Background: an optimization exercise with open tools, aiming at small area, a short achievable clock period and few clock cycles per item. Do not read the settings as production practice. RTL that was checked went through simulation tests only; none was proved equivalent to the original. Power figures rest on the tool's default switching activity, not on a simulated workload.

## run 1
// array
module array #(
    parameter W = 8
)(
    input  wire clk,
    input  wire rst,
    input  wire start,
    input  wire signed [3*W-1:0] a,
    input  wire signed [3*W-1:0] b,
    output wire signed [9*2*W-1:0] result,
    output reg  result_valid
);
export LEC_CHECK = 0
export CAP_MARGIN = 20
export CORE_MARGIN = 2
export CORE_UTILIZATION = 45
export CTS_BUF_LIST = sky130_fd_sc_hd__clkbuf_4 sky130_fd_sc_hd__clkbuf_8
export SETUP_SLACK_MARGIN = 1.95
export SLEW_MARGIN = 20
export SYNTH_HIERARCHICAL = 1
export SYNTH_MINIMUM_KEEP_SIZE = 0
create_clock -name core_clock -period 6.5 [get_ports {clk}]
standard.sh (not shown) runs the stock make flow with config.mk's settings and CLKGATE_MAP_FILE= SYNTH_SCRIPT=/design/flow/synth_recipe.tcl, a recipe that flattens the netlist after the stock synthesis.
==> flow/flow/run.sh <==
#!/bin/bash
# The standard layout (the standard.sh, standard synthesis unchanged), with
# the port buffers that ORFS inserts before global placement made of the
# smallest plain buffer instead of ORFS's default choice; repair steps resize
# them where timing needs it.
set -euo pipefail
bash standard.sh "BUFFER_PORTS_ARGS=-buffer_cell sky130_fd_sc_hd__buf_1" finish > standard.log 2>&1
In summary, run 1 completed successfully, with a layout that passed the timing, design-rule and antenna checks.
Testbench counts of run 1, summed over its fixed seeds: cycles 14,408, items 4,800.
> inputs changed (run 1 -> run 2)
Settings: swapping 1.95 for 2.05 in SETUP_SLACK_MARGIN; swapping 45 for 40 in CORE_UTILIZATION.
==> comparison <==
Looking only at met2 wire length, and setting everything else aside, the higher value of run 1 and run 2 goes to run 2. Compared with run 1, run 2 shows cell area power density higher by 4.7 nW/um^2. Final critical-path setup slack: run 2 > run 1. Summary of run 2 over run 1: core outline area climbed 13%, routed wire length moved up, area overhead of the layout relative to synthesis climbed 4.8 points, period utilization went down by 0.91 points, number of tap cells inserted saw an increase.
[inputs] run 3 vs run 2
Settings: a change of SETUP_SLACK_MARGIN from 2.05 to 1.85; an added GPL_ROUTABILITY_DRIVEN of 0.
Findings:
- Going from run 2 to run 3, total track usage went down; growth of design area from synthesis to finish decreased by 6.3 points relative to the old numbers; routed wire length lost 2.2%; first-pass GRT wire length stayed essentially flat; cell area decreased by about 5% relative to the old numbers.
- Compared with run 2, in run 3 total power saw a decrease, clock network contribution to total cell area saw an increase, power density of the placed cells saw little to no change.

JK:
Another version of the RTL of array (not shown whole).
For scale: ~200 I/O pins.
export LEC_CHECK = 0
export CAP_MARGIN = 20
export CORE_MARGIN = 2
export CORE_UTILIZATION = 40
export CTS_BUF_LIST = sky130_fd_sc_hd__clkbuf_4 sky130_fd_sc_hd__clkbuf_8
export SETUP_SLACK_MARGIN = 1.75
export SLEW_MARGIN = 20
export SYNTH_HIERARCHICAL = 1
export SYNTH_MINIMUM_KEEP_SIZE = 0
create_clock -name core_clock -period 6.5 [get_ports {clk}]
==> flow/flow/run.sh <==
#!/bin/bash
# The standard layout (the standard.sh, standard synthesis unchanged), with
# the port buffers that ORFS inserts before global placement made of the
# smallest plain buffer instead of ORFS's default choice; flow/pre_resize.tcl
# then gives the input-port buffers a buf_4's drive before the first repair.
# Repair steps resize any of them further where timing needs it.
set -euo pipefail
bash standard.sh "BUFFER_PORTS_ARGS=-buffer_cell sky130_fd_sc_hd__buf_1" "PRE_RESIZE_TCL=$PWD/flow/pre_resize.tcl" finish > standard.log 2>&1
==> flow/flow/pre_resize.tcl <==
# Before ORFS's first repair_design: give every input-port buffer (inserted
# as buf_1 by buffer_ports) the drive strength of a buf_4, since each input
# fans out to many gates. Output-port buffers stay buf_1.
set n 0
foreach bt [[ord::get_db_block] getBTerms] {
  if {[$bt getIoType] ne "INPUT"} { continue }
  set net [$bt getNet]
  if {$net eq "NULL"} { continue }
  foreach it [$net getITerms] {
    set inst [$it getInst]
    if {[[$inst getMaster] getName] eq "sky130_fd_sc_hd__buf_1"} {
      replace_cell [get_cells [$inst getName]] sky130_fd_sc_hd__buf_4
      incr n
    }
  }
}
puts "pre_resize: $n input buffers set to buf_4"
JK finished all stages; the layout is clean.
> inputs changed (JK -> MS)
==> flow/flow/run.sh <==
#!/bin/bash
# The standard layout (the standard.sh, standard synthesis unchanged), with
# the port buffers that ORFS inserts before global placement made of the
# smallest plain buffer instead of ORFS's default choice; repair steps resize
# them where timing needs it.
set -euo pipefail
bash standard.sh "BUFFER_PORTS_ARGS=-buffer_cell sky130_fd_sc_hd__buf_1" finish > standard.log 2>&1
removed: flow/flow/pre_resize.tcl
Findings:
- Re DRC violation count after routing: no difference whatsoever between MS and JK.
- Going from JK to MS, leakage power total shrinks by 0.14 nW.
- JK -> MS: largest net degree at the start of global routing delta 0, exact match
- Compared to JK, MS leaves more free space in the core.
- Per the comparison of MS with JK, first-pass GRT wire length held steady; average wire per standard cell flat.
Here is what was changed in the inputs of AL compared with MS.
Settings: SETUP_SLACK_MARGIN changed from 1.75 to 1.85.
==> comparison <==
Slew at the pin with the worst max-slew slack ends up lower on AL.
MS was carried through to the last stage, and its layout satisfied the timing, design-rule and antenna checks.
AL was carried through to the last stage, and its layout satisfied the timing, design-rule and antenna checks.
Non-clock buffer count up 6 in AL wrt MS
Compared with MS, in AL setup slack now sits higher, combinational group share of total power moved up, post-synthesis compound-gate area fraction was more or less identical.
Relative to AL, the following input files were edited for TR:
Settings: SETUP_SLACK_MARGIN: 1.85 -> 2.05.
--- outcome ---
TR: cell area about 3.7% above AL. Sort TR and AL by first-pass GRT wire length asc -> top: TR. Compared with AL, TR shows a final critical-path required period that is 0.17 ns lower. Sort TR and AL by area occupied by multi-input gates, ascending, and AL comes first. Taking AL as the reference, in TR relative contribution of the clock network to total power fell 0.5 points; power share of the combinational group rose 1.0 points.
Setup changes, TR to PW
Settings: SETUP_SLACK_MARGIN changed from 2.05 to 2.15.
- In the final design statistics, PW uses more standard cells in total than TR.
- Of PW and TR, TR shows the lower area used by multi-input combinational logic, with PW above it.
- Reported for PW and TR, number of distinct standard cells referenced by the synthesized netlist turned out identical to the last digit.
No run of this note included a check of the RTL's function; only the layout flow was run.

Setup of job 8428:
array, a different RTL version from the one above (not shown whole).
For scale: about 2,400 cells after synthesis, roughly 150 flip-flops, about 200 I/O pins, ~0.022 sq mm of cells after synthesis.
clock: 6.5 ns
lec_check: 0
cap_margin: 20
core_margin: 2
core_utilization: 40
setup_slack_margin: 2
slew_margin: 20
synth_hierarchical: 1
synth_minimum_keep_size: 0
run.sh (not shown) runs the stock make flow with config.mk's settings and CLKGATE_MAP_FILE= SYNTH_SCRIPT=/design/flow/synth_recipe.tcl, a recipe that flattens the netlist after the stock synthesis.
Stock flow here: none of the scripts above is used.
Job 8428 ran to completion and came out clean on the timing, design-rule and antenna checks.
Testbench counts of job 8428, summed over its fixed seeds: cycles 14,408, items 4,800.
Setup changes, job 8428 to job 947
Settings: CTS_BUF_LIST: unset -> sky130_fd_sc_hd__clkbuf_4 sky130_fd_sc_hd__clkbuf_8; SETUP_SLACK_MARGIN: 2 -> 1.75; PLACE_DENSITY: unset -> 0.7.
==> flow/flow/run.sh (new file) <==
#!/bin/bash
# The standard layout (the standard.sh, standard synthesis unchanged), with
# the port buffers that ORFS inserts before global placement made of the
# smallest plain buffer instead of ORFS's default choice; repair steps resize
# them where timing needs it.
set -euo pipefail
bash standard.sh "BUFFER_PORTS_ARGS=-buffer_cell sky130_fd_sc_hd__buf_1" finish > standard.log 2>&1
==> flow/standard.sh (new file) <==
#!/bin/bash
# synth_recipe.tcl (not shown) runs the flow's synth.tcl, then flattens the netlist and writes it again
# the make line also repeats each setting of config.mk as NAME=value (left out here)
make -C /OpenROAD-flow-scripts/flow DESIGN_CONFIG=/design/flow/config.mk WORK_HOME=/design/flow/orfs CLKGATE_MAP_FILE= SYNTH_SCRIPT=/design/flow/synth_recipe.tcl "${@:-finish}"
removed: flow/run.sh
--- outcome ---
Job 947 completed; timing, DRC and antenna clean. Combinational share of power, job 8428 and job 947: smaller value in job 947. Power: job 947 draws less than job 8428. Average size of a mapped cell essentially unchanged between job 947 and job 8428.
For job 537, these inputs were changed with respect to job 947:
Settings: PLACE_DENSITY: 0.7 -> unset; SLEW_MARGIN: 20 -> 0; CAP_MARGIN: 20 -> 0.
Notes after the runs:
Job 537 vs. job 947: top fanout value on the critical path went down by 1.
Compared with job 947, in job 537 clock network contribution to total cell area fell 0.31 points; fraction of area in registers rose 0.18 points.

Setup of run A:
array again, from the RTL that the note above started with.
export LEC_CHECK = 0
export CAP_MARGIN = 20
export CORE_MARGIN = 2
export CORE_UTILIZATION = 40
export CTS_BUF_LIST = sky130_fd_sc_hd__clkbuf_4 sky130_fd_sc_hd__clkbuf_8
export SETUP_SLACK_MARGIN = 1.5
export SLEW_MARGIN = 20
export SYNTH_HIERARCHICAL = 1
export SYNTH_MINIMUM_KEEP_SIZE = 0
create_clock -name core_clock -period 6.5 [get_ports {clk}]
standard.sh (not shown) runs the stock make flow with config.mk's settings and CLKGATE_MAP_FILE= SYNTH_SCRIPT=/design/flow/synth_recipe.tcl, a recipe that flattens the netlist after the stock synthesis.
==> flow/flow/run.sh <==
#!/bin/bash
# The standard layout (the standard.sh, standard synthesis unchanged), with
# the port buffers that ORFS inserts before global placement made of the
# smallest plain buffer instead of ORFS's default choice; repair steps resize
# them where timing needs it.
set -euo pipefail
bash standard.sh "BUFFER_PORTS_ARGS=-buffer_cell sky130_fd_sc_hd__buf_1" finish > standard.log 2>&1
Testbench counts of run A, summed over its fixed seeds: cycles 14,408, items 4,800.
--- input diff run A..run B ---
Settings: changing SETUP_SLACK_MARGIN from 1.5 to 1.75.
==> flow/flow/run.sh <==
#!/bin/bash
# The standard layout (the standard.sh, standard synthesis unchanged), with
# the port buffers that ORFS inserts before global placement made of the
# smallest plain buffer instead of ORFS's default choice (repair steps resize
# them where timing needs it), and with ORFS's power recovery after global
# routing, which downsizes cells on paths with slack to spare.
set -euo pipefail
bash standard.sh "BUFFER_PORTS_ARGS=-buffer_cell sky130_fd_sc_hd__buf_1" "RECOVER_POWER=100" finish > standard.log 2>&1
Findings:
Going from run A to run B, the maximum frequency was found to have gone down by about 11%. Taking run A as the reference, in run B clock power moved down, final instance area moved up, power moved up, utilization moved up. Row power share of the clock group: run B lower / run A higher. Non-clock buffer count in run B vs run A: up 3.8%. Combinational group share of total power: run B vs run A up 1.6 points. On signed area change from the synthesized netlist to the final layout: run B sits above run A. The sole clean run among run A and run B is run A. No crash in run B: every stage finished, but the layout fails its final checks due to capacitance limit, slew limit. Routed wire in run B totals more than in run A. On run B: sequential share of layout area is 0.23 points lower than what run A gave.
#### Input delta (run C over run B)
Settings: swapping 40 for 30 in CORE_UTILIZATION.
==> flow/flow/run.sh <==
#!/bin/bash
# The standard layout (the standard.sh, standard synthesis unchanged), with
# the port buffers that ORFS inserts before global placement made of the
# smallest plain buffer instead of ORFS's default choice; repair steps resize
# them where timing needs it.
set -euo pipefail
bash standard.sh "BUFFER_PORTS_ARGS=-buffer_cell sky130_fd_sc_hd__buf_1" finish > standard.log 2>&1
==> comparison <==
- Run C has completed all stages; timing, DRC and antenna checks passed.
- Fmax: run C above run B
- Wire length reported by the detailed router, run B and run C, higher one = run C.
- Critical path depth: lower on run B
- Changes observed in run C relative to run B: non-clock buffer count went up; first-iteration DRC count lost 1.5%.
- For run C, the first element of the critical path was b[19], unlike run B, where it was b[5].

-- port drivers added, routing unchanged --
No port has a modelled driver above. Below, the same layouts with a new extraction and two added sets of constraints. Step 1 (the two cells are an assumption about what drives the block):
set clk [get_ports {clk}]
set_driving_cell -lib_cell sky130_fd_sc_hd__clkbuf_16 $clk
set_driving_cell -lib_cell sky130_fd_sc_hd__buf_2 [delete_from_list [all_inputs] $clk]
Step 2, shift: input delay + t, output delay - t, t = (earliest + latest rising clock arrival at the registers) / 2. This alone moves slack from input paths to output paths. a / b / c = no drivers / after step 1 / after step 2; a / b = the first two.
run | shift t [ns] | setup slack, ns | latest minus earliest clock arrival (ns) | cell pins on the clock port's net
run 1 | 0.633 | 2.015 / 2.047 / 1.413 | 0.022 / 0.023 | 1
run 2 | 0.629 | 2.074 / 2.097 / 1.468 | 0.030 / 0.029 | 1
run 3 | 0.621 | 1.942 / 1.966 / 1.344 | 0.021 / 0.021 | 1
JK | 0.633 | 1.866 / 1.881 / 1.249 | 0.035 / 0.035 | 1
MS | 0.625 | 1.853 / 1.883 / 1.258 | 0.029 / 0.029 | 1
AL | 0.625 | 1.953 / 1.973 / 1.348 | 0.026 / 0.026 | 1
TR | 0.639 | 2.123 / 2.097 / 1.458 | 0.024 / 0.024 | 1
PW | 0.643 | 2.122 / 2.114 / 1.472 | 0.033 / 0.033 | 1
job 8428 | 0.557 | 1.898 / 1.913 / 1.355 | 0.013 / 0.013 | 1
job 947 | 0.630 | 1.843 / 1.865 / 1.235 | 0.024 / 0.024 | 1
job 537 | 0.623 | 1.816 / 1.842 / 1.219 | 0.038 / 0.037 | 1
run A | 0.629 | 1.647 / 1.644 / 1.015 | 0.023 / 0.023 | 1
run B | 0.624 | 1.023 / 1.047 / 0.423 | 0.038 / 0.038 | 1
run C | 0.629 | 1.791 / 1.824 / 1.195 | 0.021 / 0.020 | 1
For TR, which loses most, drivers alone change the setup slack by -0.026 ns; drivers and shift together by -0.665 ns.
